From an optimization exercise on the open Yosys and OpenROAD flow, aimed at small area, a short achievable clock period and few clock cycles; shortcuts taken in it are not production practice.
Only simulation tests tie the RTL to the original design; equivalence was not proved.
Power and IR drop assume default switching activity.

==> flow/design.v <==
module anaModul
    (
    input   [31:0] sayi1,
    input   [31:0] sayi2,
    input   [2:0] tur,
    input   basla,
    input   clk,
    input   rst,
    output  [63:0] sonuc,
    output  hazir,
    output  gecerli,
    output  tasma
    );
    localparam K = 2;            
    localparam MSTEPS = (32 % K == 0) ? 32 : 33;
    localparam SREM = 16 % K;    
    reg        busy;
    reg [2:0]  op;
    reg [5:0]  cnt;              
    reg [63:0] P;
    reg [31:0] X;
    reg        gec, tas;
    wire op_add = (op == 3'd0);
    wire op_sub = (op == 3'd1);
    wire op_mul = (op == 3'd2);
    wire op_div = (op == 3'd3);
    wire op_sqr = (op == 3'd4);
    reg [31:0] hi, lo;
    reg [15:0] q, q1;
    reg [32:0] s;
    reg [33:0] a, b, sum;
    reg        ci, ge, ovf, neg;
    reg        rn;               
    reg [32:0] s0;               
    reg        ge0;
    integer i;
    wire dfirst = op_div & (cnt == 6'd0);
    wire skip32 = 1'b0;
    wire skip   = dfirst & (|X[31:24]);
    wire skip16 = dfirst & ~(|X[31:24]) & (|X[23:16]);
    wire sskip  = op_sqr & (cnt == 6'd0) & ~(|P[31:16]);
    always @* begin
        hi  = skip32 ? P[31:0] : skip ? {8'd0, P[31:8]} : skip16 ? {16'd0, P[31:16]} :
              (cnt == 6'd0) ? 32'd0 : P[63:32];
        lo  = skip32 ? 32'd0 : skip ? {P[7:0], 24'd0} : (skip16 | sskip) ? {P[15:0], 16'd0} : P[31:0];
        q   = (cnt == 6'd0) ? 16'd0 : X[15:0];
        ovf = 1'b0;
        neg = rn & (cnt != 6'd0);
        for (i = 0; i < K; i = i + 1) begin
            if (op_mul)
                a = {2'b0, hi};
            else if (i == 0 && (op_add | op_sub))
                a = {2'b0, lo};
            else
                a = {neg & op_div, hi, lo[31] & (cnt + i < 32)};
            if (op_mul)
                b = lo[0] ? {2'b0, X} : 34'd0;
            else if (op_sqr)
                b = ~{16'd0, q, ~lo[30]};
            else if (op_add | (op_div & neg))
                b = {2'b0, X};
            else
                b = ~{2'b0, X};
            ci  = ~(op_mul | op_add | (op_div & neg));
            sum = a + b + {33'd0, ci};
            s   = sum[32:0];
            ge  = ~sum[33];
            if (i == 0) begin s0 = s; ge0 = ge; end
            ovf = ovf | (lo[31] & (cnt + i >= 32));
            if (op_mul) begin
                hi = s[32:1];
                lo = {s[0], lo[31:1]};
            end else if (op_sqr) begin
                hi = {12'd0, ge ? {s[18:0], ~lo[30]} : {a[18:0], lo[30]}};
                lo = {lo[29:0], 2'b00};
                q  = {q[14:0], ge};
                if (i == SREM - 1) q1 = q;
            end else begin
                hi  = s[31:0];
                neg = ~ge;
                lo  = {lo[30:0], ge};
            end
        end
    end
    wire [5:0] cnt_n = (skip32 ? 6'd32 : skip ? 6'd24 : skip16 ? 6'd16 : sskip ? 6'd8 : cnt) + K;
    wire last = op_mul ? (cnt_n == MSTEPS) : op_div ? (cnt_n == 6'd48) : (cnt_n >= 6'd16);
    wire [15:0] qfin = (SREM == 0) ? q : q1;
    wire done = !(op_mul | op_div | op_sqr) || (op_div && X == 32'd0) || last;
    wire busy_n = rst ? 1'b0 : busy ? ~done : basla;
    reg  hazir_q;                
    always @(posedge clk) begin
        busy    <= busy_n;
        hazir_q <= ~busy_n;
    end
    always @(posedge clk) begin
        if (!busy) begin
            op  <= tur;
            cnt <= 6'd0;
            X   <= sayi2;
            if (basla)
                P[31:0] <= sayi1;
        end else begin
            cnt <= cnt_n;
            case (op)
            3'd0: begin
                P <= {15'd0, s0, 16'd0};
                gec <= 1'b1; tas <= 1'b0;
            end
            3'd1: begin
                P <= {{16{~ge0}}, s0[31:0], 16'd0};
                gec <= 1'b1; tas <= ~ge0;
            end
            3'd2: begin
                P <= {hi, lo};
                gec <= 1'b1; tas <= 1'b0;
            end
            3'd3: begin
                if (X == 32'd0) begin
                    P <= 64'd0; gec <= 1'b0; tas <= 1'b0;
                end else begin
                    rn <= neg;
                    if (cnt == 6'd0) tas <= 1'b0;
                    if (ovf) tas <= 1'b1;
                    gec <= 1'b1;
                    P <= last ? {16'd0, lo, 16'd0} : {hi, lo};
                end
            end
            3'd4: begin
                X[15:0] <= q;
                P <= last ? {24'd0, qfin, 24'd0} : {hi, lo};
                gec <= 1'b1; tas <= 1'b0;
            end
            default: begin
                P <= 64'd0; gec <= 1'b0; tas <= 1'b0;
            end
            endcase
        end
    end
    assign sonuc   = P;
    assign hazir   = hazir_q;
    assign gecerli = gec;
    assign tasma   = tas;
endmodule
Settings: LEC_CHECK=0, CAP_MARGIN=20, CORE_MARGIN=2, CORE_UTILIZATION=40, SLEW_MARGIN=20; clock period 55.0 ns.
standard.sh (not shown) runs the stock make flow with config.mk's settings and CLKGATE_MAP_FILE= SYNTH_SCRIPT=/design/flow/synth_recipe.tcl, a recipe that flattens the netlist after the stock synthesis.
==> flow/flow/run.sh <==
#!/bin/bash
# The standard layout (standard.sh: the standard flow's synthesis and ORFS flow), with one
# change: the buffers that ORFS puts on the input and output ports are buf_1
# cells instead of the cell buffer_ports picks by default (clkdlybuf4s50_1).
set -e
export BUFFER_PORTS_ARGS="-buffer_cell sky130_fd_sc_hd__buf_1"
bash standard.sh > standard.log 2>&1
Testbench counts at the start, summed over its fixed seeds: cycles 14,587.
Then changed:
--- a/flow/design.v
+++ b/flow/design.v
@@ -36,15 +36,14 @@
     integer i;
     wire dfirst = op_div & (cnt == 6'd0);
     wire skip32 = 1'b0;
     wire skip   = dfirst & (|X[31:24]);
     wire skip16 = dfirst & ~(|X[31:24]) & (|X[23:16]);
-    wire sskip  = op_sqr & (cnt == 6'd0) & ~(|P[31:16]);
     always @* begin
         hi  = skip32 ? P[31:0] : skip ? {8'd0, P[31:8]} : skip16 ? {16'd0, P[31:16]} :
               (cnt == 6'd0) ? 32'd0 : P[63:32];
-        lo  = skip32 ? 32'd0 : skip ? {P[7:0], 24'd0} : (skip16 | sskip) ? {P[15:0], 16'd0} : P[31:0];
+        lo  = skip32 ? 32'd0 : skip ? {P[7:0], 24'd0} : skip16 ? {P[15:0], 16'd0} : P[31:0];
         q   = (cnt == 6'd0) ? 16'd0 : X[15:0];
         ovf = 1'b0;
         neg = rn & (cnt != 6'd0);
         for (i = 0; i < K; i = i + 1) begin
             if (op_mul)
@@ -80,11 +79,11 @@
                 neg = ~ge;
                 lo  = {lo[30:0], ge};
             end
         end
     end
-    wire [5:0] cnt_n = (skip32 ? 6'd32 : skip ? 6'd24 : skip16 ? 6'd16 : sskip ? 6'd8 : cnt) + K;
+    wire [5:0] cnt_n = (skip32 ? 6'd32 : skip ? 6'd24 : skip16 ? 6'd16 : cnt) + K;
     wire last = op_mul ? (cnt_n == MSTEPS) : op_div ? (cnt_n == 6'd48) : (cnt_n >= 6'd16);
     wire [15:0] qfin = (SREM == 0) ? q : q1;
     wire done = !(op_mul | op_div | op_sqr) || (op_div && X == 32'd0) || last;
     wire busy_n = rst ? 1'b0 : busy ? ~done : basla;
     reg  hazir_q;                
What happened:
- global-route usage goes down by 0.52 points
- synthesized area goes down by a few percent
- worst setup slack gets better by 42 ps
- combinational power goes down by a few percent
- utilization goes up by 0.22 points
- final area goes down by a few percent
- die area goes down by a few percent
- non-clock buffer count goes up by 1
- total power goes down by a few percent
- fmax goes up slightly
- count of clock-buffer cells in the layout is unchanged
- register-to-register slack gets worse by 780 ps
Testbench counts after the change, summed over its fixed seeds: cycles 14,759.

separate check: timing with driven ports:
The results above use ideal ports. As a check the final layouts listed here were re-extracted and re-timed, cells and wires unchanged.
Step 1 (the two cells are an assumption about what drives the block):
set clk [get_ports {clk}]
set_driving_cell -lib_cell sky130_fd_sc_hd__clkbuf_16 $clk
set_driving_cell -lib_cell sky130_fd_sc_hd__buf_2 [delete_from_list [all_inputs] $clk]
Step 2 times the ports against the registers' clock, not the clock port: input delays grow and output delays shrink by t, the midpoint of the rising clock arrivals with the driver on.
Slacks: ideal ports / drivers / drivers and shift; pairs: ideal ports / drivers.
run | t, ns | slack for setup (ns) | worst register clock-pin slew, ns
the first run | 0.441 | 42.696 / 42.643 / 42.919 | 0.09 / 0.09
the second run | 0.433 | 42.738 / 42.685 / 42.872 | 0.09 / 0.09
After both steps setup and hold are still met in every run listed.
